Context: an optimization exercise on an open-source flow, tuned for small area and a short achievable clock period. The choices shown serve that exercise and are no tape-out recipe.
In this exercise RTL edits were held to simulation tests only and were not proved equivalent to the original.
Power figures rest on the tool's default switching activity, not on a simulated workload.

==> flow/design.v (outline; a module is shown in full before it is edited, if it fits) <==
// module multiplier_pipelined: 2978 lines
// module mul_fa: 4 lines
// module mul_aoi: 3 lines
// module mul_oai: 3 lines
// module mul_nand: 3 lines
// module mul_nor: 3 lines
// module mul_inv: 3 lines
// module mul_ha: 4 lines
module multiplier_pipelined(
    input clk,
    input logic[31:0] a,
    input logic[31:0] b,
    output logic[63:0] r
);
  // ...
==> flow/flow/run.sh <==
#!/bin/bash
# The standard layout (the standard.sh, unchanged synthesis and steps), except that the
# input and output ports are buffered with sky130_fd_sc_hd__buf_2 cells rather than the cell
# buffer_ports picks by default (clkdlybuf4s50_1, a slow delay cell). Every port still gets a buffer.
set -euo pipefail
export BUFFER_PORTS_ARGS="-buffer_cell sky130_fd_sc_hd__buf_2"
bash standard.sh > standard_flow.log 2>&1
==> flow/standard.sh <==
#!/bin/bash
# synth_recipe.tcl (not shown) runs the flow's synth.tcl, then flattens the netlist and writes it again
# the make line also repeats each setting of config.mk as NAME=value (left out here)
make -C /OpenROAD-flow-scripts/flow DESIGN_CONFIG=/design/flow/config.mk WORK_HOME=/design/flow/orfs CLKGATE_MAP_FILE= SYNTH_SCRIPT=/design/flow/synth_recipe.tcl "${@:-finish}"
==> flow/config.mk <==
export PLATFORM = sky130hd
export DESIGN_NAME = multiplier_pipelined
export DESIGN_NICKNAME = multiplier_pipelined
export VERILOG_FILES = /design/flow/design.v
export SDC_FILE = /design/flow/constraint.sdc
export NUM_CORES = 4
export LEC_CHECK = 0
export CAP_MARGIN = 20
export CORE_MARGIN = 2
export CORE_UTILIZATION = 40
export SETUP_SLACK_MARGIN = 3.6
export SLEW_MARGIN = 20
export SYNTH_HIERARCHICAL = 1
==> flow/constraint.sdc <==
create_clock -name core_clock -period 7.5 [get_ports {clk}]
set_input_delay 1.5000 -clock core_clock [delete_from_list [all_inputs] [get_ports {clk}]]
set_output_delay 1.5000 -clock core_clock [all_outputs]
set_load 0.01 [all_outputs]
==> flow_metrics.py, run 1 <==
metrics = {
    "timing": {
        "fin_ws_ns": 3.237,
        "setup_viol": 0,
        "skew_ns": 0.03761,
        "max-slew-margin-rel": 0.5200,
        "hold_ws_ns": 0.5853,
    },
    "pwr": {
        "power_switching_mw": 7.923,
        "leakagePower_nw": 12.47,
        "internal_power_mw": 8.348,
        "power-top-group": "combinational logic",
        "p_comb_frac": 0.769,
        "p_per_area_nw_per_um2": 488.4,
    },
    "worst_setup_path": {
        "crit_start": "y_q[0]$_DFF_P_",
        "critical_path.cell_chain": "ha_4, a21oi_4, clkinvlp_4, a21oi_4, o21ai_4, a21oi_2, inv_1, a21oi_2, xnor2_2, buf_2",
        "rrSetupSlack_ns": 3.54,
        "r2r_end": "y_q[25]$_DFF_P_",
        "path_delay_family": "compound AO/OA/AOI/OAI gates",
        "critPathKind": "reg2out",
    },
    "drt": {
        "antenna_left": 0,
        "routed_wl_um": 119700,
        "viasPerCell": 6.859,
    },
    "layout": {
        "diodes": 0,
        "fillerInstances": 6153,
        "instances_no_fill": 3777,
        "final_area_um2": 33310,
        "multi_input_area_um2": 23000,
    },
    "cts": {
        "cts_max_level": 1,
        "path_clk_slew_ns": 0.06,
        "cts_resized": 412,
    },
    "die": {
        "nWellTaps": 882,
        "die_h_um": 266.0,
    },
    "status": {
        "status": "complete, no violations",
    },
    "placement": {
        "dpl.hpwl_um": 73420,
    },
    "hold_path": {
        "holdPathStages": 1,
    },
    "run": {
        "max_cap_violations": 0,
    },
    "global_routing": {
        "grt_use_total": 0.3204,
        "grt_pass1_vias": 25371,
    },
    "yosys": {
        "synth_xor_area_frac": 0.1368,
        "yosys.area.top_type": "fa_1",
        "synth_area_per_cell_um2": 9.481,
    },
}
==> inputs of run 2 (changes only) <==
--- a/flow/config.mk
+++ b/flow/config.mk
@@ -8,6 +8,6 @@
 export CAP_MARGIN = 20
 export CORE_MARGIN = 2
 export CORE_UTILIZATION = 40
-export SETUP_SLACK_MARGIN = 3.6
+export SETUP_SLACK_MARGIN = 3.1
 export SLEW_MARGIN = 20
 export SYNTH_HIERARCHICAL = 1
==> flow_metrics.py, run 2 <==
metrics = {
    "timing": {
        "grt_setup_unrepaired": "yes",
        "finalHoldViolations": 0,
        "setup_viol": 0,
        "slew_viol_final": 0,
        "fin_crit_ns": 4.377,
        "post-route-period-util": 0.5835,
        "hold_ws_ns": 0.6020,
        "max-slew-margin-rel": 0.2837,
        "max_freq_mhz": 228.5,
        "worst_pin_slew_ns": 1.074,
        "fin_tns_setup_ns": 0,
        "skew_ns": 0.01254,
    },
    "cts": {
        "cts_buffer_depth": 3,
        "cts_tree": "yes",
        "cts_max_level": 1,
        "insertion_delay_ns": 0.57,
        "clock-root-buffer": "clkbuf_16",
        "path_clk_slew_ns": 0.06,
        "holdBufCountCts": 0,
        "cts_made_buffers": 24,
        "clock-sinks": 231,
    },
    "yosys": {
        "synth-async-reset-ratio": 0,
        "synth_area_per_cell_um2": 9.481,
        "ys_seq_area_frac": 0.1684,
        "synth.top_cells.by_area": "fa_1, dfxtp_1, xnor2_1, a221oi_1, a22o_1",
        "syn-cell-area_um2": 27470,
        "synth-seq-cells": 231,
        "yosysMostFrequentCell": "xnor2_1",
        "yosys.area.top_type": "fa_1",
        "ys_warn_count": 54,
        "synthTopCellsByCount": "xnor2_1, clkbuf_1, a221oi_1, a22o_1, fa_1",
        "syn_inst": 2897,
        "synth_cell_type_count": 60,
        "yosys.area.top_type_share": 0.1975,
        "synth-edff-count": 0,
        "synth_flop_cell": "dfxtp_1",
        "synth_fp_nets": 3410,
    },
    "die": {
        "die_h_um": 266.0,
        "io_pins": 129,
        "dieArea_um2": 70780,
        "start_util": 0.4019,
        "std_cell_rows": 96,
        "core_um2": 68350,
        "fp.dieW_um": 266.0,
    },
    "layout": {
        "synthToLayoutAreaGrowth_pct": 6.669,
        "final_nets": 3253,
        "mostFrequentLayoutCells": "xnor2_1, a22o_1, a221oi_1",
        "instances_no_fill": 3641,
        "layout_commonest_cell": "xnor2_1",
        "fillerInstances": 6539,
        "reg_top3": "x_q: 47 flops, y_q: 47 flops, a3_q: 34 flops",
        "final_layout_size_suffix_gt1_frac": 0.1657,
        "final_util": 0.4287,
    },
    "global_routing": {
        "grt_max_degree": 35,
        "grt_pass1_wl_um": 162700,
        "overflow": 0,
        "grt_pass1_vias": 24575,
        "grt_use_total": 0.3048,
        "antenna_found_initial": 0,
    },
    "pwr": {
        "p_per_area_nw_per_um2": 481.0,
        "internal_power_mw": 7.036,
        "power_frac_seq": 0.169,
        "p_clk_frac": 0.084,
        "p_comb_frac": 0.747,
        "swShare": 0.5007,
        "leakagePower_nw": 10.99,
        "power_switching_mw": 7.055,
        "peakVddDrop_v": 0.0002487,
    },
    "drt": {
        "drtPass1Iterations": 8,
        "drt_iter0_drc": 3670,
        "routed_wl_um": 110800,
        "wire_per_inst_um": 30.43,
        "viasPerCell": 6.835,
        "drcViolationCount": 0,
        "via_count": 24886,
        "antenna_left": 0,
    },
    "worst_setup_path": {
        "setup.worst_path.end_class": "flop",
        "crit_path_start_kind": "flop",
        "worst_ep_arrival_time_ns": 4.82,
        "critPathKind": "reg2reg",
        "crit_fanout": 19,
        "cp.required_ns": 7.94,
    },
    "run": {
        "max_cap_violations": 0,
    },
    "placement": {
        "io_buffers": 128,
        "dpl.cell_count": 3586,
        "routabilityCongestion": 0.9688,
        "dpl.hpwl_um": 72820,
    },
    "status": {
        "status": "complete, no violations",
    },
    "hold_path": {
        "hold_class": "reg2reg",
    },
}
[run 2: timing repair]
action	4_1_cts	5_1_grt
pin swaps	4	6
endpoints found under the setup margin	38	31
gates resized for setup	28	68
buffers inserted	6	4
gates cloned	0	0
[run 2: final timing paths]
kind                    startpoint               to  slack (ns)  cells past startpoint
hold / removal    neg_q[0]$_DFF_P_  lo_q[0]$_DFF_P_        0.60                      1
setup / recovery  neg_q[7]$_DFF_P_  y_q[25]$_DFF_P_        3.12                      8
setup reg to reg  neg_q[7]$_DFF_P_  y_q[25]$_DFF_P_        3.12                      8
hold reg to reg   neg_q[0]$_DFF_P_  lo_q[0]$_DFF_P_        0.60                      1
[run 2: per-module statistics from Yosys (local to each module, per instance)]
module,cells inside,area [um^2],times used,flip-flops and latches
mul_aoi,1,8.758,98,0
mul_ha,1,12.51,45,0
mul_fa,1,20.02,270,0
mul_inv,1,3.754,20,0
multiplier_pipelined,2307,19910,1,231
mul_nand,1,3.754,60,0
mul_nor,1,3.754,41,0
mul_oai,1,5.005,56,0
[run 2: cell type report]
class / count / area (um^2) / area share
timing repair buffer: 203 / 1216 / 0.04151
sequential: 231 / 4757 / 0.1624
clock buffer: 34 / 709.4 / 0.02421
tap: 882 / 1104 / 0.03767
clock inverter: 10 / 72.57 / 0.002477
multi-input combinational: 2179 / 21050 / 0.7186
antenna: 1 / 2.502 / 0.00008541
inverter: 101 / 382.9 / 0.01307
[run 2: layer usage]
| metal | wire length, um | global-route usage | vias up |
|---|---|---|---|
| met5 | 30 | 0.01040 | - |
| met4 | 5564 | 0.1338 | 2 |
| met3 | 16920 | 0.1278 | 480 |
| met2 | 45220 | 0.4402 | 2074 |
| met1 | 43060 | 0.3950 | 12066 |
| li1 | - | - | 10264 |
[run 2: logic make-up (layout without fill, tap and decap cells)]
kind of cell | Yosys count | in the layout | share of synthesized area
adder cells (fa/ha/maj) | 448 | 448 | 0.2782
XOR/XNOR | 429 | 429 | 0.1368
AND/OR/NAND/NOR | 306 | 306 | 0.04856
buffers and inverters | 487 | 348 | 0.07334
AO/OA/AOI/OAI | 996 | 996 | 0.2948
flip-flops | 231 | 231 | 0.1684
other | 0 | 1 | 0
[run 2: through the flow]
stage / setup WS [ns] / area [um^2] / total power [mW]
5_1_grt: 3.075 / 29300 / 15.48
4_1_cts: 3.027 / 29070 / 13.99
3_5_place_dp: 2.988 / 28120 / 12.57
2_1_floorplan: 3.473 / 27470 / 9.564
6_report: 3.123 / 29300 / 14.09
3_3_place_gp: 2.973 / 28120 / 12.33
[run 2: power by group through the flow]
stage	Clock (mW)	Sequential (mW)	Combinational (mW)
5_1_grt	1.26	2.37	11.8
3_5_place_dp	0	2.34	10.2
2_1_floorplan	0	1.97	7.59
3_3_place_gp	0	2.33	10.0
6_report	1.19	2.38	10.5
4_1_cts	1.22	2.32	10.5
[run 2: critical path, cell delays in order (launching register included)]
cell and delay [ns]:
dfxtp_2 0.86, buf_4 0.45, xnor2_1 0.17, fa_1 0.48, fa_1 0.51, fa_1 0.44
fa_1 0.47, fa_1 0.41, fa_1 0.44
==> inputs of run 3 (changes only) <==
--- a/flow/config.mk
+++ b/flow/config.mk
@@ -8,6 +8,6 @@
 export CAP_MARGIN = 20
 export CORE_MARGIN = 2
 export CORE_UTILIZATION = 40
-export SETUP_SLACK_MARGIN = 3.1
+export SETUP_SLACK_MARGIN = 3.3
 export SLEW_MARGIN = 20
 export SYNTH_HIERARCHICAL = 1
==> flow_metrics.py, run 3 <==
metrics = {
    "hold_path": {
        "hold_start": "neg_q[0]$_DFF_P_",
        "hold_class": "reg2reg",
        "holdPathStages": 1,
        "holdPathEnd": "lo_q[0]$_DFF_P_",
    },
    "yosys": {
        "yosysMostFrequentCell": "xnor2_1",
        "synth_area_per_cell_um2": 9.481,
        "synthTopCellsByCount": "xnor2_1, clkbuf_1, a221oi_1, a22o_1, fa_1",
        "yosys.area.top_type": "fa_1",
        "synth-edff-count": 0,
        "synth_cell_type_count": 60,
        "synth-async-reset-ratio": 0,
        "synth_fp_nets": 3410,
        "yosys.area.top_type_share": 0.1975,
        "ys_seq_area_frac": 0.1684,
        "syn-cell-area_um2": 27470,
        "synth-seq-cells": 231,
        "synth.top_cells.by_area": "fa_1, dfxtp_1, xnor2_1, a221oi_1, a22o_1",
        "syn_inst": 2897,
        "synth_flop_cell": "dfxtp_1",
        "ys_warn_count": 54,
    },
    "global_routing": {
        "antenna_found_initial": 1,
        "grt_use_met2": 0.4418,
        "grt_pass1_vias": 24704,
        "busiest_layer": "met2",
        "overflow": 0,
        "grt_max_degree": 35,
        "grt_use_total": 0.3059,
        "use_met1": 0.3974,
        "met3_usage": 0.1287,
        "grt_pass1_wl_um": 163500,
    },
    "cts": {
        "holdBufCountCts": 0,
        "cts_made_buffers": 24,
        "cts_buffer_depth": 3,
        "path_clk_slew_ns": 0.06,
        "cts_max_level": 1,
        "cts_tree": "yes",
        "clock-sinks": 231,
        "clock-root-buffer": "clkbuf_16",
        "insertion_delay_ns": 0.57,
    },
    "timing": {
        "skew_ns": 0.01664,
        "slew_viol_final": 0,
        "finalHoldViolations": 0,
        "post-route-period-util": 0.5648,
        "fin_crit_ns": 4.236,
        "setup_viol": 0,
        "max-slew-margin-rel": 0.3384,
        "worst_pin_slew_ns": 0.9911,
        "fin_tns_setup_ns": 0,
        "fin_ws_ns": 3.264,
        "hold_ws_ns": 0.6005,
        "grt_setup_unrepaired": "yes",
        "max_freq_mhz": 236.1,
    },
    "drt": {
        "drcViolationCount": 0,
        "wire_per_inst_um": 30.77,
        "antenna_left": 0,
        "routed_wl_um": 112600,
        "drtPass1Iterations": 7,
        "drt_iter0_drc": 3622,
        "via_count": 24943,
        "viasPerCell": 6.815,
    },
    "placement": {
        "routabilityCongestion": 0.9688,
        "dpl.hpwl_um": 72820,
        "place_ws_ns": 2.988,
        "place_area_um2": 28120,
        "io_buffers": 128,
    },
    "die": {
        "dieArea_um2": 70780,
        "die_h_um": 266.0,
        "std_cell_rows": 96,
        "io_pins": 129,
        "fp.dieW_um": 266.0,
        "start_util": 0.4019,
        "core_um2": 68350,
    },
    "worst_setup_path": {
        "worst_ep_arrival_time_ns": 2.74,
        "r2r_end": "y_q[15]$_DFF_P_",
        "reg2reg_from": "a_q[13]$_DFF_P_",
        "setup.worst_path.end_class": "output port",
        "crit_slowest_cell": "dfxtp_1",
        "crit_top_cell": "o21ai_4",
        "crit_fanout": 4,
        "critPathKind": "reg2out",
        "critical_path.cell_chain": "ha_4, a21oi_4, o21ai_4, buf_6, inv_6, o21ai_4, buf_6, inv_1, o21ai_4, a21oi_2, xnor2_1, buf_2",
        "r2r_cells": 10,
        "crit_path_start_kind": "flop",
        "rrSetupSlack_ns": 3.33,
        "cpPeakStageDelay_ns": 0.32,
        "cp.required_ns": 6.00,
    },
    "run": {
        "max_cap_violations": 0,
    },
    "layout": {
        "final_area_um2": 30590,
        "reg_top3": "x_q: 47 flops, y_q: 47 flops, a3_q: 34 flops",
        "final_util": 0.4476,
        "final_layout_size_suffix_gt1_frac": 0.2189,
        "diodes": 0,
        "synthToLayoutAreaGrowth_pct": 11.37,
        "layout_commonest_cell": "xnor2_1",
        "mostFrequentLayoutCells": "xnor2_1, a22o_1, a221oi_1",
        "final_nets": 3273,
    },
    "pwr": {
        "p_per_area_nw_per_um2": 491.2,
        "leakagePower_nw": 11.30,
        "peakVddDrop_v": 0.0002488,
    },
    "status": {
        "status": "complete, no violations",
    },
}
-- run 3: cell counts after synthesis --
No cell type changed its count.
-- run 3: final cells by class --
cell class | instances | area, um^2
inverters | 101 | 387.9
well taps | 882 | 1104
clock buffers | 34 | 709.4
clock inverters | 10 | 72.57
fillers | 6398 | 37760
repair buffers | 223 | 1498
multi-input cells | 2179 | 22010
flip-flops and latches | 231 | 4811
-- run 3: worst max path at each step --
| stage | slack (ns) | cells after the start | to | startpoint |
|---|---|---|---|---|
| 6_report | 3.26 | 12 | r[59] | y_q[0]$_DFF_P_ |
| 5_1_grt | 3.20 | 10 | r[45] | x_q[0]$_DFF_P_ |
| 4_1_cts | 3.24 | 11 | r[47] | x_q[0]$_DFF_P_ |
| 3_5_place_dp | 2.99 | 11 | r[63] | x_q[0]$_DFF_P_ |
| 3_3_place_gp | 2.97 | 11 | r[63] | x_q[0]$_DFF_P_ |
| 2_1_floorplan | 3.47 | 9 | y_q[15]$_DFF_P_ | neg_q[3]$_DFF_P_ |
-- run 3: logic make-up (layout without fill, tap and decap cells) --
kind of cell | Yosys count | count (layout) | synth area share
AOI/OAI and AO/OA | 996 | 996 | 0.2948
buffers and inverters | 487 | 368 | 0.07334
adders and majority gates | 448 | 448 | 0.2782
xor gates and xnor gates | 429 | 429 | 0.1368
and+or+nand+nor | 306 | 306 | 0.04856
DFF | 231 | 231 | 0.1684
-- run 3: per-module statistics from Yosys, one instance, submodules excluded, a selection --
module                cell area, um^2  copies in the design  cells inside  flip-flops and latches
multiplier_pipelined            19910                     1          2307                     231
mul_nand                        3.754                    60             1                       0
mul_fa                          20.02                   270             1                       0
mul_aoi                         8.758                    98             1                       0
mul_ha                          12.51                    45             1                       0
mul_oai                         5.005                    56             1                       0
mul_nor                         3.754                    41             1                       0
-- run 3: power breakdown --
part           leakage [nW]  switching, mW  internal [mW]
clock                 0.378          0.529          0.662
combinational          8.96           6.32           5.06
sequential             1.96          0.622           1.83
total                  11.3           7.48           7.55
-- run 3: per-stage QoR --
step           std cells  power, mW
3_3_place_gp        3586      12.33
6_report            3660      15.03
2_1_floorplan       2897      9.564
5_1_grt             3660      16.39
3_5_place_dp        3586      12.57
4_1_cts             3646      14.46
-- run 3: repair_timing --
action / in CTS / in global routing
pin swaps: 30 / 41
buffers inserted: 16 / 14
setup endpoints to repair: 56 / 46
gates resized for setup: 184 / 132
-- run 3: critical path: cells and delay by family, from the launching register on --
kind / cells / cell delay (ns)
AOI/OAI and AO/OA: 5 / 0.84
buffers and inverters: 5 / 0.56
DFF: 1 / 0.32
adders and majority gates: 1 / 0.28
xor gates and xnor gates: 1 / 0.15
-- run 3: routing by layer --
layer / routed length (um) / share of wire
met1: 43430 / 0.39
met5: 130 / 0.0012
met3: 17110 / 0.15
met4: 5733 / 0.051
met2: 46210 / 0.41
==> inputs of run 4 (changes only) <==
==> flow/flow/run.sh (replaced) <==
#!/bin/bash
# The standard layout (the standard.sh: unchanged synthesis and steps), with two changes:
# - the input and output ports are buffered with sky130_fd_sc_hd__buf_2 cells rather than
#   the cell buffer_ports picks by default (clkdlybuf4s50_1, a slow delay cell); every port
#   still gets a buffer;
# - after synthesis, flow/upsize.tcl (ORFS's POST_SYNTH_TCL hook) gives flip-flops that drive
#   8 or more loads the dfxtp_4 drive strength; registers keep their names and cell type.
set -euo pipefail
export BUFFER_PORTS_ARGS="-buffer_cell sky130_fd_sc_hd__buf_2"
export POST_SYNTH_TCL="$PWD/flow/upsize.tcl"
bash standard.sh > standard_flow.log 2>&1
==> flow/flow/upsize.tcl (new file) <==
# Give the flip-flops that drive many loads a stronger drive (dfxtp_1 -> dfxtp_4).
# Loads are counted through buffers and inverters. Only the drive strength changes:
# every register keeps its name and its cell type.
proc my_sinks {net depth} {
  set n 0
  foreach it [$net getITerms] {
    if {[$it isOutputSignal]} { continue }
    set m [[$it getInst] getMaster]
    if {$depth < 4 && [regexp {__(clk)?(buf|inv)_} [$m getName]]} {
      set o [[$it getInst] findITerm [expr {[regexp {inv} [$m getName]] ? "Y" : "X"}]]
      if {$o ne "NULL" && [$o getNet] ne "NULL"} { incr n [my_sinks [$o getNet] [expr {$depth + 1}]]; continue }
    }
    incr n
  }
  return $n
}
set n_up 0
foreach inst [[ord::get_db_block] getInsts] {
  if {[[$inst getMaster] getName] ne "sky130_fd_sc_hd__dfxtp_1"} { continue }
  set net [[$inst findITerm Q] getNet]
  if {$net eq "NULL"} { continue }
  if {[my_sinks $net 0] >= 8} {
    replace_cell [$inst getName] sky130_fd_sc_hd__dfxtp_4
    incr n_up
  }
}
puts "upsize.tcl: $n_up flip-flops upsized to dfxtp_4"
==> flow_metrics.py, run 4 <==
metrics = {
    "status": {
        "status": "complete, no violations",
    },
    "cts": {
        "cts_max_level": 1,
        "insertion_delay_ns": 0.59,
        "cts_buffer_depth": 3,
        "clock-root-buffer": "clkbuf_16",
        "cts_made_buffers": 27,
        "clock-sinks": 231,
        "path_clk_slew_ns": 0.06,
        "cts_tree": "yes",
        "holdBufCountCts": 0,
    },
    "layout": {
        "reg_top3": "x_q: 47 flops, y_q: 47 flops, a3_q: 34 flops",
        "instances_no_fill": 3665,
        "final_nets": 3226,
        "final_layout_size_suffix_gt1_frac": 0.2228,
        "diodes": 0,
        "mostFrequentLayoutCells": "xnor2_1, a22o_1, a221oi_1",
        "synthToLayoutAreaGrowth_pct": 10.61,
        "layout_commonest_cell": "xnor2_1",
        "fillerInstances": 6464,
    },
    "global_routing": {
        "grt_use_total": 0.2940,
        "grt_pass1_vias": 24909,
        "grt_max_degree": 37,
        "grt_pass1_wl_um": 160100,
        "antenna_found_initial": 2,
        "overflow": 0,
    },
    "pwr": {
        "swShare": 0.4999,
        "power_frac_seq": 0.172,
        "internal_power_mw": 7.872,
        "p_clk_frac": 0.088,
        "p_comb_frac": 0.740,
        "leakagePower_nw": 11.24,
        "power_switching_mw": 7.868,
        "peakVddDrop_v": 0.0002907,
        "p_per_area_nw_per_um2": 509.8,
    },
    "drt": {
        "drtPass1Iterations": 10,
        "via_count": 24922,
        "drt_iter0_drc": 3882,
        "routed_wl_um": 113300,
        "wire_per_inst_um": 30.91,
        "antenna_left": 0,
        "drcViolationCount": 0,
        "viasPerCell": 6.800,
    },
    "yosys": {
        "syn_inst": 2897,
        "synth_area_per_cell_um2": 9.635,
        "ys_warn_count": 54,
        "synth_fp_nets": 3410,
        "syn-cell-area_um2": 27910,
    },
    "placement": {
        "routabilityCongestion": 0.9429,
        "dpl.cell_count": 3573,
        "io_buffers": 128,
        "dpl.hpwl_um": 70040,
        "place_ws_ns": 2.923,
    },
    "worst_setup_path": {
        "crit_top_cell": "fa_1",
        "cp.required_ns": 7.96,
        "critPathKind": "reg2reg",
        "crit_start": "s4_q[8]$_DFF_P_",
        "cpPeakStageDelay_ns": 0.61,
        "cp.buffers_inverters": 0,
        "path_delay_family": "adder cells",
        "setup.worst_path.end_class": "flop",
        "reg2reg_from": "s4_q[8]$_DFF_P_",
        "critical_path.cell_chain": "a22o_1, a221oi_1, xnor2_1, fa_1, fa_1, fa_1, fa_2, fa_1, ha_1",
        "crit_fanout": 32,
        "worst_ep_arrival_time_ns": 4.63,
        "crit_slowest_cell": "fa_2",
        "crit_path_start_kind": "flop",
    },
    "timing": {
        "fin_tns_setup_ns": 0,
        "finalHoldViolations": 0,
        "fin_crit_ns": 4.174,
        "fin_ws_ns": 3.326,
        "max_freq_mhz": 239.6,
        "worst_pin_slew_ns": 0.8064,
        "max-slew-margin-rel": 0.4624,
        "slew_viol_final": 0,
        "setup_viol": 0,
        "post-route-period-util": 0.5565,
        "grt_setup_unrepaired": "yes",
        "skew_ns": 0.01503,
    },
    "die": {
        "core_um2": 68830,
        "std_cell_rows": 96,
        "io_pins": 129,
        "fp.dieW_um": 268.2,
        "die_h_um": 268.2,
        "start_util": 0.4056,
        "dieArea_um2": 71910,
    },
    "run": {
        "max_cap_violations": 0,
    },
    "hold_path": {
        "hold_start": "a3_q[33]$_DFF_P_",
        "hold_class": "reg2reg",
    },
}
[run 4: power by group through the flow]
stage / Clock (mW) / Combinational, mW / Sequential (mW)
after floorplan: 0 / 7.59 / 1.98
after global routing: 1.47 / 12.8 / 2.69
after global placement: 0 / 10.2 / 2.57
final: 1.39 / 11.6 / 2.70
after CTS: 1.42 / 11.0 / 2.59
after detailed placement: 0 / 10.3 / 2.59
[run 4: per-stage QoR]
step / utilization / hold WS [ns] / power [mW] / area, um^2
after floorplan: - / 0.5469 / 9.570 / 27910
after global placement: 0.4084 / 0.7681 / 12.80 / 28110
after detailed placement: 0.4084 / 0.7786 / 12.89 / 28110
after CTS: 0.4325 / 0.7828 / 14.97 / 29770
after global routing: 0.4486 / 0.8138 / 16.98 / 30870
final: 0.4486 / 0.7902 / 15.74 / 30870
[run 4: area by class of cell]
class                   count  area (um^2)  area share
multi-input cells        2179        22040      0.7140
clock inverters            17        207.7    0.006727
clock buffers              33        732.0     0.02371
well taps                 931         1165     0.03773
inverters                 101        381.6     0.01236
flip-flops and latches    231         5075      0.1644
repair buffers            173         1270     0.04113
[run 4: worst paths after layout]
check	slack, ns	cells after the start	endpoint
min	0.79	2	p_q[63]$_DFF_P_
min reg2reg	0.79	2	p_q[63]$_DFF_P_
max	3.33	9	y_q[20]$_DFF_P_
max reg2reg	3.33	9	y_q[20]$_DFF_P_
[run 4: worst min-delay path, stage by stage (launching register included)]
cell,delay [ns]
dfxtp_4,0.43
a22oi_1,0.22
xnor2_1,0.08
[run 4: repair_timing]
item,in CTS,in global routing
endpoints found under the setup margin,38,33
pin swaps,28,48
resized for setup,127,113
buffers inserted,14,28
gates cloned,0,0
[run 4: routing by layer]
metal  global-route usage  wire (um)
met4               0.1314       6653
met5                    0         18
met1               0.3793      42560
met2               0.4349      46470
met3               0.1120      17580
==> inputs of run 5 (changes only) <==
--- a/flow/config.mk
+++ b/flow/config.mk
@@ -8,6 +8,7 @@
 export CAP_MARGIN = 20
 export CORE_MARGIN = 2
 export CORE_UTILIZATION = 40
+export PLACE_DENSITY = 0.75
 export SETUP_SLACK_MARGIN = 3.3
 export SLEW_MARGIN = 20
 export SYNTH_HIERARCHICAL = 1
==> flow_metrics.py, run 5 <==
metrics = {
    "timing": {
        "hold_ws_ns": 0.7765,
        "slew_viol_final": 0,
        "skew_ns": 0.01261,
        "finalHoldViolations": 0,
        "post-route-period-util": 0.5678,
        "max-slew-margin-rel": 0.4919,
        "max_freq_mhz": 234.8,
        "fin_crit_ns": 4.258,
        "setup_viol": 0,
        "grt_setup_unrepaired": "yes",
        "fin_tns_setup_ns": 0,
        "worst_pin_slew_ns": 0.7622,
    },
    "cts": {
        "path_clk_slew_ns": 0.07,
        "cts_max_level": 1,
        "cts_tree": "yes",
        "clock-sinks": 231,
        "cts_made_buffers": 24,
        "insertion_delay_ns": 0.55,
        "clock-root-buffer": "clkbuf_16",
        "cts_buffer_depth": 3,
    },
    "drt": {
        "drtPass1Iterations": 12,
        "wire_per_inst_um": 28.11,
        "antenna_left": 0,
        "drt_iter0_drc": 4326,
        "drcViolationCount": 0,
        "viasPerCell": 6.872,
        "via_count": 25064,
        "routed_wl_um": 102500,
    },
    "die": {
        "fp.dieW_um": 268.2,
        "io_pins": 129,
        "core_um2": 68830,
        "std_cell_rows": 96,
        "start_util": 0.4056,
        "dieArea_um2": 71910,
        "die_h_um": 268.2,
    },
    "worst_setup_path": {
        "crit_fanout": 3,
        "crit_path_start_kind": "flop",
        "r2r_cells": 9,
        "setup.worst_path.end_class": "output port",
        "reg2reg_from": "a_q[16]$_DFF_P_",
        "worst_ep_arrival_time_ns": 2.76,
        "rrSetupSlack_ns": 3.30,
        "cp.required_ns": 6.00,
        "critPathKind": "reg2out",
        "r2r_end": "y_q[22]$_DFF_P_",
    },
    "layout": {
        "reg_top3": "x_q: 47 flops, y_q: 47 flops, a3_q: 34 flops",
        "mostFrequentLayoutCells": "xnor2_1, a22o_1, a221oi_1",
        "synthToLayoutAreaGrowth_pct": 8.082,
        "final_nets": 3212,
        "layout_commonest_cell": "xnor2_1",
        "final_layout_size_suffix_gt1_frac": 0.2059,
    },
    "global_routing": {
        "grt_pass1_wl_um": 149100,
        "antenna_found_initial": 2,
        "overflow": 0,
        "grt_pass1_vias": 24021,
        "grt_max_degree": 37,
        "grt_use_total": 0.2702,
    },
    "placement": {
        "dpl.hpwl_um": 64340,
        "io_buffers": 128,
        "routabilityCongestion": 0.9727,
    },
    "yosys": {
        "ys_warn_count": 54,
        "syn-cell-area_um2": 27910,
        "synth_area_per_cell_um2": 9.635,
        "synth_fp_nets": 3410,
        "syn_inst": 2897,
    },
    "hold_path": {
        "hold_start": "a3_q[33]$_DFF_P_",
        "hold_class": "reg2reg",
        "holdPathEnd": "p_q[63]$_DFF_P_",
        "holdPathStages": 2,
    },
    "status": {
        "status": "complete, no violations",
    },
    "pwr": {
        "leakagePower_nw": 11.00,
        "p_per_area_nw_per_um2": 498.9,
        "peakVddDrop_v": 0.0002511,
    },
    "run": {
        "max_cap_violations": 0,
    },
}
## run 5: worst max-delay path, cell delays in order, from the launching register on
cell and delay, ns:
dfxtp_2 0.33, ha_4 0.26, a21oi_4 0.23, o21ai_4 0.12, a21oi_2 0.25, o21ai_1 0.14
buf_4 0.18, buf_4 0.15, a21oi_2 0.15, xnor2_1 0.19, buf_4 0.20
## run 5: how the worst max path moves through the flow
| stage | cells after the start | startpoint | end |
|---|---|---|---|
| after floorplan | 9 | neg_q[3]$_DFF_P_ | y_q[15]$_DFF_P_ |
| after global placement | 11 | x_q[0]$_DFF_P_ | r[63] |
| after detailed placement | 11 | x_q[0]$_DFF_P_ | r[63] |
| after CTS | 11 | x_q[2]$_DFF_P_ | r[63] |
| after global routing | 10 | x_q[4]$_DFF_P_ | r[25] |
| final | 10 | y_q[4]$_DFF_P_ | r[25] |
## run 5: where the power goes
part | internal [mW] | total (mW) | leakage, nW | switching [mW]
clock | 0.726 | 1.26 | 0.399 | 0.532
combinational | 4.94 | 11.1 | 8.60 | 6.19
sequential | 1.84 | 2.66 | 1.99 | 0.823
total | 7.51 | 15.1 | 11.0 | 7.55
## run 5: cell type report
class | count | area, um^2
Fill cell | 6404 | 38660
Multi-Input combinational cell | 2179 | 21700
Tap cell | 931 | 1165
Timing Repair Buffer | 162 | 1022
Sequential cell | 231 | 5074
Antenna cell | 1 | 2.502
Clock inverter | 15 | 195.2
Clock buffer | 27 | 633.1
Inverter | 101 | 381.6
## run 5: repair_timing
action | in CTS | in global routing
pin swaps | 19 | 36
buffers inserted | 12 | 19
endpoints found under the setup margin | 37 | 33
hold buffers | 0 | 0
gates resized for setup | 87 | 92
## run 5: routing by layer
| metal | vias to the layer above | routed length [um] | track usage |
|---|---|---|---|
| met5 | - | 195 | 0.01689 |
| met4 | 6 | 6474 | 0.1069 |
| met3 | 656 | 17450 | 0.1302 |
| met2 | 2275 | 41260 | 0.3960 |
| met1 | 11933 | 37120 | 0.3384 |
| li1 | 10194 | - | - |
## run 5: metrics by stage
stage / setup WS, ns / cell area (um^2) / cells / total power, mW / utilization
2_1_floorplan: 3.489 / 27910 / 2897 / 9.570 / -
3_3_place_gp: 3.033 / 28110 / 3573 / 12.37 / 0.4084
3_5_place_dp: 3.016 / 28110 / 3573 / 12.64 / 0.4084
4_1_cts: 3.252 / 29460 / 3627 / 14.40 / 0.4280
5_1_grt: 3.129 / 30170 / 3647 / 16.22 / 0.4383
6_report: 3.242 / 30170 / 3647 / 15.05 / 0.4383
==> inputs of run 6 (changes only) <==
--- a/flow/config.mk
+++ b/flow/config.mk
@@ -8,7 +8,6 @@
 export CAP_MARGIN = 20
 export CORE_MARGIN = 2
 export CORE_UTILIZATION = 40
-export PLACE_DENSITY = 0.75
-export SETUP_SLACK_MARGIN = 3.3
+export SETUP_SLACK_MARGIN = 3.45
 export SLEW_MARGIN = 20
 export SYNTH_HIERARCHICAL = 1
==> flow_metrics.py, run 6 <==
metrics = {
    "layout": {
        "reg_top3": "x_q: 47 flops, y_q: 47 flops, a3_q: 34 flops",
        "final_nets": 3298,
        "mostFrequentLayoutCells": "xnor2_1, a22o_1, a221oi_1",
        "fillerInstances": 6327,
        "final_area_um2": 32180,
        "final_layout_size_suffix_gt1_frac": 0.2598,
        "layout_commonest_cell": "xnor2_1",
        "synthToLayoutAreaGrowth_pct": 15.28,
    },
    "die": {
        "start_util": 0.4056,
        "dieArea_um2": 71910,
        "std_cell_rows": 96,
        "fp.dieW_um": 268.2,
        "core_um2": 68830,
        "io_pins": 129,
        "die_h_um": 268.2,
    },
    "global_routing": {
        "grt_use_total": 0.3034,
        "antenna_found_initial": 1,
        "grt_max_degree": 37,
        "grt_pass1_wl_um": 164500,
        "grt_pass1_vias": 25189,
        "overflow": 0,
    },
    "drt": {
        "wire_per_inst_um": 32.00,
        "viasPerCell": 6.924,
        "drcViolationCount": 0,
        "routed_wl_um": 119700,
        "drtPass1Iterations": 10,
        "antenna_left": 0,
        "via_count": 25894,
        "drt_iter0_drc": 4454,
    },
    "hold_path": {
        "holdPathEnd": "p_q[63]$_DFF_P_",
        "hold_class": "reg2reg",
        "hold_start": "a3_q[33]$_DFF_P_",
        "holdPathStages": 2,
    },
    "timing": {
        "grt_setup_unrepaired": "yes",
        "max_freq_mhz": 240.1,
        "worst_pin_slew_ns": 0.8090,
        "slew_viol_final": 0,
        "fin_ws_ns": 3.336,
        "fin_crit_ns": 4.164,
        "max-slew-margin-rel": 0.4607,
        "fin_tns_setup_ns": 0,
        "post-route-period-util": 0.5552,
        "setup_viol": 0,
        "skew_ns": 0.009029,
        "finalHoldViolations": 0,
    },
    "pwr": {
        "leakagePower_nw": 11.81,
        "p_comb_frac": 0.747,
        "peakVddDrop_v": 0.0003032,
        "power_frac_seq": 0.167,
        "p_clk_frac": 0.086,
        "p_per_area_nw_per_um2": 503.5,
        "power_switching_mw": 8.056,
        "internal_power_mw": 8.146,
        "power.total_mw": 16.20,
        "swShare": 0.4972,
    },
    "yosys": {
        "synth_area_per_cell_um2": 9.635,
        "synth_fp_nets": 3410,
        "ys_warn_count": 54,
        "syn_inst": 2897,
        "syn-cell-area_um2": 27910,
    },
    "worst_setup_path": {
        "r2r_end": "y_q[20]$_DFF_P_",
        "worst_ep_arrival_time_ns": 2.66,
        "reg2reg_from": "s2_q[7]$_DFF_P_",
        "setup.worst_path.end_class": "output port",
        "cp.required_ns": 6.00,
        "crit_fanout": 3,
        "crit_path_start_kind": "flop",
        "r2r_cells": 8,
        "critPathKind": "reg2out",
        "rrSetupSlack_ns": 3.37,
    },
    "placement": {
        "dpl.hpwl_um": 70040,
        "io_buffers": 128,
        "routabilityCongestion": 0.9429,
        "place_ws_ns": 2.923,
        "place_area_um2": 28110,
    },
    "cts": {
        "cts_buffer_depth": 3,
        "path_clk_slew_ns": 0.06,
        "cts_max_level": 1,
        "cts_made_buffers": 27,
        "cts_tree": "yes",
        "holdBufCountCts": 0,
        "clock-sinks": 231,
        "clock-root-buffer": "clkbuf_16",
        "insertion_delay_ns": 0.59,
    },
    "run": {
        "max_cap_violations": 0,
    },
    "status": {
        "status": "complete, no violations",
    },
}
## run 6: worst max path at each step
| stage | startpoint | end | slack, ns | cells after the start |
|---|---|---|---|---|
| 2_1_floorplan | neg_q[3]$_DFF_P_ | y_q[15]$_DFF_P_ | 3.49 | 9 |
| 3_5_place_dp | x_q[0]$_DFF_P_ | r[63] | 2.92 | 11 |
| 3_3_place_gp | x_q[0]$_DFF_P_ | r[63] | 2.91 | 11 |
| 5_1_grt | y_q[6]$_DFF_P_ | r[41] | 3.27 | 11 |
| 6_report | y_q[6]$_DFF_P_ | r[41] | 3.34 | 11 |
| 4_1_cts | x_q[0]$_DFF_P_ | r[45] | 3.36 | 10 |
## run 6: layout make-up
| class | count | area [um^2] | area share |
|---|---|---|---|
| tap | 931 | 1165 | 0.03620 |
| inverter | 101 | 390.4 | 0.01213 |
| antenna | 3 | 7.507 | 0.0002333 |
| timing repair buffer | 245 | 2200 | 0.06836 |
| clock inverter | 17 | 207.7 | 0.006455 |
| multi-input combinational | 2179 | 22390 | 0.6957 |
| sequential | 231 | 5089 | 0.1581 |
| clock buffer | 33 | 732.0 | 0.02275 |
## run 6: timing repair
| action | in CTS | in global routing |
|---|---|---|
| gates resized for setup | 224 | 76 |
| hold endpoints to repair | 0 | 0 |
| pin swaps | 70 | 51 |
| endpoints found under the setup margin | 50 | 47 |
| buffers inserted | 39 | 75 |
## run 6: stage by stage
| stage | hold slack [ns] | cells | utilization |
|---|---|---|---|
| 2_1_floorplan | 0.5469 | 2897 | - |
| 3_5_place_dp | 0.7786 | 3573 | 0.4084 |
| 5_1_grt | 0.8139 | 3737 | 0.4674 |
| 3_3_place_gp | 0.7681 | 3573 | 0.4084 |
| 4_1_cts | 0.7828 | 3662 | 0.4461 |
| 6_report | 0.8001 | 3740 | 0.4675 |
## run 6: power groups by stage
stage / sequential (mW) / clock (mW) / combinational, mW
2_1_floorplan: 1.98 / 0 / 7.59
3_3_place_gp: 2.57 / 0 / 10.2
3_5_place_dp: 2.59 / 0 / 10.3
4_1_cts: 2.66 / 1.42 / 11.5
5_1_grt: 2.68 / 1.47 / 13.3
6_report: 2.70 / 1.40 / 12.1
## run 6: critical path, cell delays in order, from the launching register on
cell and delay [ns]:
dfxtp_2 0.33, ha_4 0.27, a21oi_4 0.22, o21ai_4 0.12
a21oi_4 0.20, o21ai_2 0.09, buf_6 0.14, a21oi_4 0.16
inv_1 0.07, a21oi_2 0.16, xnor2_2 0.14, buf_2 0.17
## run 6: metal layers
metal | vias to the layer above | track usage | routed length [um] | part of all wire
met1 | 12501 | 0.3875 | 44090 | 0.37
met2 | 2314 | 0.4502 | 48780 | 0.41
li1 | 10380 | - | - | -
met3 | 695 | 0.1202 | 18560 | 0.16
met4 | 4 | 0.1344 | 8134 | 0.068
met5 | - | 0.003378 | 138 | 0.0012
==> inputs of run 7 (changes only) <==
--- a/flow/config.mk
+++ b/flow/config.mk
@@ -8,6 +8,7 @@
 export CAP_MARGIN = 20
 export CORE_MARGIN = 2
 export CORE_UTILIZATION = 40
-export SETUP_SLACK_MARGIN = 3.45
+export PLACE_DENSITY = 0.75
+export SETUP_SLACK_MARGIN = 2.8
 export SLEW_MARGIN = 20
 export SYNTH_HIERARCHICAL = 1
==> flow_metrics.py, run 7 <==
metrics = {
    "status": {
        "status": "complete, no violations",
    },
    "yosys": {
        "synth_fp_nets": 3410,
        "ys_warn_count": 54,
        "synth_area_per_cell_um2": 9.635,
        "syn-cell-area_um2": 27910,
        "syn_inst": 2897,
    },
    "die": {
        "io_pins": 129,
        "die_h_um": 268.2,
        "std_cell_rows": 96,
        "core_um2": 68830,
        "fp.dieW_um": 268.2,
        "start_util": 0.4056,
        "dieArea_um2": 71910,
    },
    "cts": {
        "clock-sinks": 231,
        "cts_buffer_depth": 3,
        "insertion_delay_ns": 0.55,
        "holdBufCountCts": 0,
        "cts_max_level": 1,
        "cts_made_buffers": 24,
        "cts_tree": "yes",
        "path_clk_slew_ns": 0.07,
        "clock-root-buffer": "clkbuf_16",
        "cts_resized": 5,
        "postCtsSetupBuffers": 0,
    },
    "placement": {
        "dpl.hpwl_um": 64340,
        "dpl.cell_count": 3573,
        "place_ws_ns": 3.016,
        "routabilityCongestion": 0.9727,
        "io_buffers": 128,
    },
    "timing": {
        "max_freq_mhz": 217.4,
        "grt_setup_unrepaired": "yes",
        "fin_tns_setup_ns": 0,
        "finalHoldViolations": 0,
        "slew_viol_final": 0,
        "fin_crit_ns": 4.600,
        "post-route-period-util": 0.6134,
        "max-slew-margin-rel": 0.4984,
        "setup_viol": 0,
        "worst_pin_slew_ns": 0.7524,
        "skew_ns": 0.01673,
        "fin_ws_ns": 2.900,
    },
    "worst_setup_path": {
        "crit_slowest_cell": "ha_1",
        "crit_fanout": 5,
        "setup.worst_path.end_class": "output port",
        "cp.required_ns": 6.00,
        "critical_path.cell_chain": "ha_1, a21oi_4, o21ai_2, a21oi_2, o21ai_1, buf_4, a21oi_2, inv_1, a21oi_2, xnor2_1, buf_2",
        "cpPeakStageDelay_ns": 0.34,
        "crit_path_start_kind": "flop",
        "critPathKind": "reg2out",
        "worst_ep_arrival_time_ns": 3.10,
        "crit_top_cell": "a21oi_2",
    },
    "pwr": {
        "peakVddDrop_v": 0.0002399,
        "p_comb_frac": 0.725,
        "leakagePower_nw": 10.68,
        "power_frac_seq": 0.186,
        "swShare": 0.5014,
        "p_per_area_nw_per_um2": 486.7,
        "internal_power_mw": 7.029,
        "p_clk_frac": 0.089,
        "power_switching_mw": 7.068,
    },
    "layout": {
        "layout_commonest_cell": "xnor2_1",
        "mostFrequentLayoutCells": "xnor2_1, a22o_1, a221oi_1",
        "final_nets": 3181,
        "reg_top3": "x_q: 47 flops, y_q: 47 flops, a3_q: 34 flops",
        "synthToLayoutAreaGrowth_pct": 3.774,
        "final_layout_size_suffix_gt1_frac": 0.1516,
        "instances_no_fill": 3616,
    },
    "drt": {
        "wire_per_inst_um": 27.57,
        "drt_iter0_drc": 4236,
        "antenna_left": 0,
        "via_count": 24778,
        "routed_wl_um": 99690,
        "drcViolationCount": 0,
        "drtPass1Iterations": 13,
        "viasPerCell": 6.852,
    },
    "global_routing": {
        "antenna_found_initial": 2,
        "grt_pass1_vias": 23858,
        "grt_use_total": 0.2680,
        "overflow": 0,
        "grt_max_degree": 37,
        "grt_pass1_wl_um": 147900,
    },
    "run": {
        "max_cap_violations": 0,
    },
    "hold_path": {
        "hold_class": "reg2reg",
    },
}
==> run 7: cell type report <==
type,instances,area [um^2]
Multi-Input combinational cell,2179,20860
Clock inverter,15,195.2
Timing Repair Buffer,131,663.1
Inverter,101,379.1
Fill cell,6589,39860
Antenna cell,1,2.502
Tap cell,931,1165
Clock buffer,27,633.1
Sequential cell,231,5071
==> run 7: metal layers <==
layer,track usage,up-vias,wire [um]
met5,0.01689,-,169
met3,0.1290,602,16560
met1,0.3351,11830,36860
li1,-,10135,-
met2,0.3926,2203,40350
met4,0.1083,8,5752
==> run 7: critical path: cells and delay by family, from the launching register on <==
| family | cells | cell delay (ns) |
|---|---|---|
| xor+xnor | 1 | 0.18 |
| fa+ha+maj | 1 | 0.34 |
| flops | 1 | 0.30 |
| buf+inv | 3 | 0.44 |
| compound gates | 6 | 1.30 |
==> run 7: path summary, 6_finish.rpt <==
kind                    startpoint              end  slack [ns]  depth (start not counted)
setup / recovery    x_q[0]$_DFF_P_            r[47]        2.90                         11
hold / removal    a3_q[33]$_DFF_P_  p_q[63]$_DFF_P_        0.77                          2
hold reg to reg   a3_q[33]$_DFF_P_  p_q[63]$_DFF_P_        0.77                          2
setup reg to reg   a_q[14]$_DFF_P_  y_q[15]$_DFF_P_        3.29                          9
==> run 7: power by group through the flow <==
stage	combinational [mW]	sequential (mW)	clock, mW
after floorplan	7.59	1.98	0
after global placement	9.84	2.54	0
after detailed placement	10.1	2.55	0
after CTS	10.2	2.53	1.29
after global routing	11.4	2.60	1.32
final	10.2	2.62	1.25
==> run 7: through the flow <==
step | util | power, mW | hold slack (ns) | instance area (um^2)
after CTS | 0.4207 | 13.98 | 0.7687 | 28960
after floorplan | - | 9.570 | 0.5469 | 27910
final | 0.4209 | 14.10 | 0.7740 | 28970
after global placement | 0.4084 | 12.37 | 0.7639 | 28110
after global routing | 0.4209 | 15.29 | 0.8199 | 28970
after detailed placement | 0.4084 | 12.64 | 0.7624 | 28110
==> inputs of run 8 (changes only) <==
--- a/flow/config.mk
+++ b/flow/config.mk
@@ -9,6 +9,6 @@
 export CORE_MARGIN = 2
 export CORE_UTILIZATION = 40
 export PLACE_DENSITY = 0.75
-export SETUP_SLACK_MARGIN = 2.8
+export SETUP_SLACK_MARGIN = 3.1
 export SLEW_MARGIN = 20
 export SYNTH_HIERARCHICAL = 1
==> flow_metrics.py, run 8 <==
metrics = {
    "pwr": {
        "p_comb_frac": 0.731,
        "p_clk_frac": 0.087,
        "power.total_mw": 14.40,
        "power_frac_seq": 0.182,
        "swShare": 0.5020,
        "internal_power_mw": 7.172,
        "power_switching_mw": 7.231,
        "p_per_area_nw_per_um2": 491.5,
        "peakVddDrop_v": 0.0002426,
        "leakagePower_nw": 10.77,
    },
    "die": {
        "std_cell_rows": 96,
        "core_um2": 68830,
        "fp.dieW_um": 268.2,
        "start_util": 0.4056,
        "dieArea_um2": 71910,
        "io_pins": 129,
        "die_h_um": 268.2,
    },
    "yosys": {
        "ys_warn_count": 54,
        "synth_area_per_cell_um2": 9.635,
        "syn_inst": 2897,
        "syn-cell-area_um2": 27910,
        "synth_fp_nets": 3410,
    },
    "global_routing": {
        "grt_max_degree": 37,
        "antenna_found_initial": 2,
        "grt_pass1_vias": 23896,
        "overflow": 0,
        "grt_use_total": 0.2688,
        "grt_pass1_wl_um": 148300,
    },
    "worst_setup_path": {
        "r2r_cells": 9,
        "crit_start": "x_q[6]$_DFF_P_",
        "cp.required_ns": 6.00,
        "path_delay_family": "compound AO/OA/AOI/OAI gates",
        "cpPeakStageDelay_ns": 0.35,
        "rrSetupSlack_ns": 3.31,
        "reg2reg_from": "a_q[14]$_DFF_P_",
        "crit_slowest_cell": "ha_1",
        "crit_top_cell": "a21oi_2",
        "setup.worst_path.end_class": "output port",
        "crit_path_start_kind": "flop",
        "worst_ep_arrival_time_ns": 2.86,
        "crit_fanout": 4,
        "critical_path.cell_chain": "ha_1, a21oi_2, buf_4, o21ai_4, a21oi_4, o21ai_1, buf_4, a21oi_2, inv_1, a21oi_2, xnor2_1, buf_2",
        "cp.buffers_inverters": 4,
        "r2r_end": "y_q[15]$_DFF_P_",
        "critPathKind": "reg2out",
    },
    "timing": {
        "fin_tns_setup_ns": 0,
        "slew_viol_final": 0,
        "skew_ns": 0.01140,
        "finalHoldViolations": 0,
        "fin_crit_ns": 4.358,
        "grt_setup_unrepaired": "yes",
        "max_freq_mhz": 229.5,
        "fin_ws_ns": 3.142,
        "setup_viol": 0,
        "post-route-period-util": 0.5811,
        "max-slew-margin-rel": 0.4920,
        "worst_pin_slew_ns": 0.7620,
    },
    "placement": {
        "io_buffers": 128,
        "place_ws_ns": 3.016,
        "routabilityCongestion": 0.9727,
        "dpl.hpwl_um": 64340,
    },
    "drt": {
        "wire_per_inst_um": 27.50,
        "drcViolationCount": 0,
        "routed.top_layer": "met5",
        "viasPerCell": 6.813,
        "via_count": 24717,
        "dr_wl_met3_um": 16550,
        "routed_wl_um": 99770,
        "dr_wl_met2_um": 40530,
        "met1_length_um": 36610,
        "drtPass1Iterations": 10,
        "antenna_left": 0,
        "drt_iter0_drc": 4414,
    },
    "layout": {
        "layout_commonest_cell": "xnor2_1",
        "synthToLayoutAreaGrowth_pct": 4.989,
        "fillerInstances": 6554,
        "mostFrequentLayoutCells": "xnor2_1, a22o_1, a221oi_1",
        "final_nets": 3193,
        "reg_top3": "x_q: 47 flops, y_q: 47 flops, a3_q: 34 flops",
        "final_layout_size_suffix_gt1_frac": 0.1703,
    },
    "cts": {
        "insertion_delay_ns": 0.55,
        "cts_tree": "yes",
        "cts_buffer_depth": 3,
        "cts_max_level": 1,
        "path_clk_slew_ns": 0.07,
        "cts_made_buffers": 24,
        "clock-root-buffer": "clkbuf_16",
        "clock-sinks": 231,
    },
    "status": {
        "status": "complete, no violations",
    },
    "hold_path": {
        "hold_start": "a3_q[33]$_DFF_P_",
        "hold_class": "reg2reg",
        "holdPathStages": 2,
        "holdPathEnd": "p_q[63]$_DFF_P_",
    },
    "run": {
        "max_cap_violations": 0,
    },
}
==> run 8: metal layers <==
metal,vias up,GRT usage
met5,-,0.01689
met2,2181,0.3931
met4,8,0.1072
met1,11771,0.3367
met3,600,0.1302
li1,10157,-
==> run 8: what timing repair did <==
item,CTS,global route
hold buffers,0,0
gates cloned,0,0
endpoints found under the hold margin,0,0
setup endpoints to repair,31,21
buffers inserted,1,11
resized for setup,18,46
pin swaps,1,9
==> run 8: final cells by class <==
| type | count | area (um^2) | share of cell area |
|---|---|---|---|
| timing repair buffer | 143 | 753.2 | 0.02570 |
| multi-input combinational | 2179 | 21110 | 0.7202 |
| antenna | 1 | 2.502 | 0.00008539 |
| tap | 931 | 1165 | 0.03975 |
| clock inverter | 15 | 195.2 | 0.006660 |
| sequential | 231 | 5071 | 0.1730 |
| clock buffer | 27 | 633.1 | 0.02160 |
| inverter | 101 | 379.1 | 0.01294 |
==> run 8: power groups by stage <==
stage / registers [mW] / clock network [mW] / logic [mW]
after floorplan: 1.98 / 0 / 7.59
after global placement: 2.54 / 0 / 9.84
after detailed placement: 2.55 / 0 / 10.1
after CTS: 2.53 / 1.29 / 10.2
after global routing: 2.60 / 1.32 / 11.7
final: 2.62 / 1.25 / 10.5
==> run 8: worst register-to-register path: stages, from the launching register on <==
cell	delay [ns]
dfxtp_4	0.51
a22o_1	0.30
a221oi_1	0.29
xnor2_1	0.15
fa_1	0.50
fa_1	0.50
fa_1	0.41
fa_1	0.43
fa_1	0.51
fa_1	0.45
==> run 8: how the worst max path moves through the flow <==
stage | slack (ns) | to | cells past startpoint
3_3_place_gp | 3.03 | r[63] | 11
4_1_cts | 3.05 | r[49] | 10
3_5_place_dp | 3.02 | r[63] | 11
6_report | 3.14 | r[47] | 12
5_1_grt | 3.04 | r[35] | 11
2_1_floorplan | 3.49 | y_q[15]$_DFF_P_ | 9
==> run 8: stage by stage <==
stage | area, um^2 | hold WS (ns) | cells | utilization
3_3_place_gp | 28110 | 0.7639 | 3573 | 0.4084
6_report | 29310 | 0.7729 | 3628 | 0.4258
4_1_cts | 29040 | 0.7687 | 3616 | 0.4219
3_5_place_dp | 28110 | 0.7624 | 3573 | 0.4084
2_1_floorplan | 27910 | 0.5469 | 2897 | -
5_1_grt | 29310 | 0.8199 | 3628 | 0.4258

==> static timing again, ports no longer ideal <==
No port has a modelled driver above. Below, the same layouts with a new extraction and two added sets of constraints. Step 1, drivers: a clkbuf_16 drives clk and a buf_2 each remaining input, both assumed. Step 2 moves the port delays by t, midway between the first and last clock arrival at a register: inputs arrive t later, outputs are due t later. That takes back most of the time a late clock gives input paths. Three values: ideal ports, drivers, drivers and shift; two values: the first two.
run	t (ns)	setup WS [ns]	hold slack, ns
run 1	0.632	3.237 / 3.178 / 3.400	0.585 / 0.585 / 0.585
run 2	0.625	3.123 / 3.109 / 3.123	0.602 / 0.602 / 0.602
run 3	0.625	3.264 / 3.204 / 3.332	0.601 / 0.601 / 0.601
run 4	0.643	3.326 / 3.274 / 3.326	0.790 / 0.790 / 0.790
run 5	0.605	3.242 / 3.180 / 3.299	0.777 / 0.777 / 0.777
run 6	0.653	3.336 / 3.266 / 3.375	0.800 / 0.800 / 0.800
run 7	0.604	2.900 / 2.837 / 3.290	0.774 / 0.774 / 0.774
run 8	0.605	3.142 / 3.080 / 3.307	0.773 / 0.773 / 0.773
After both steps setup and hold are still met in every run listed.
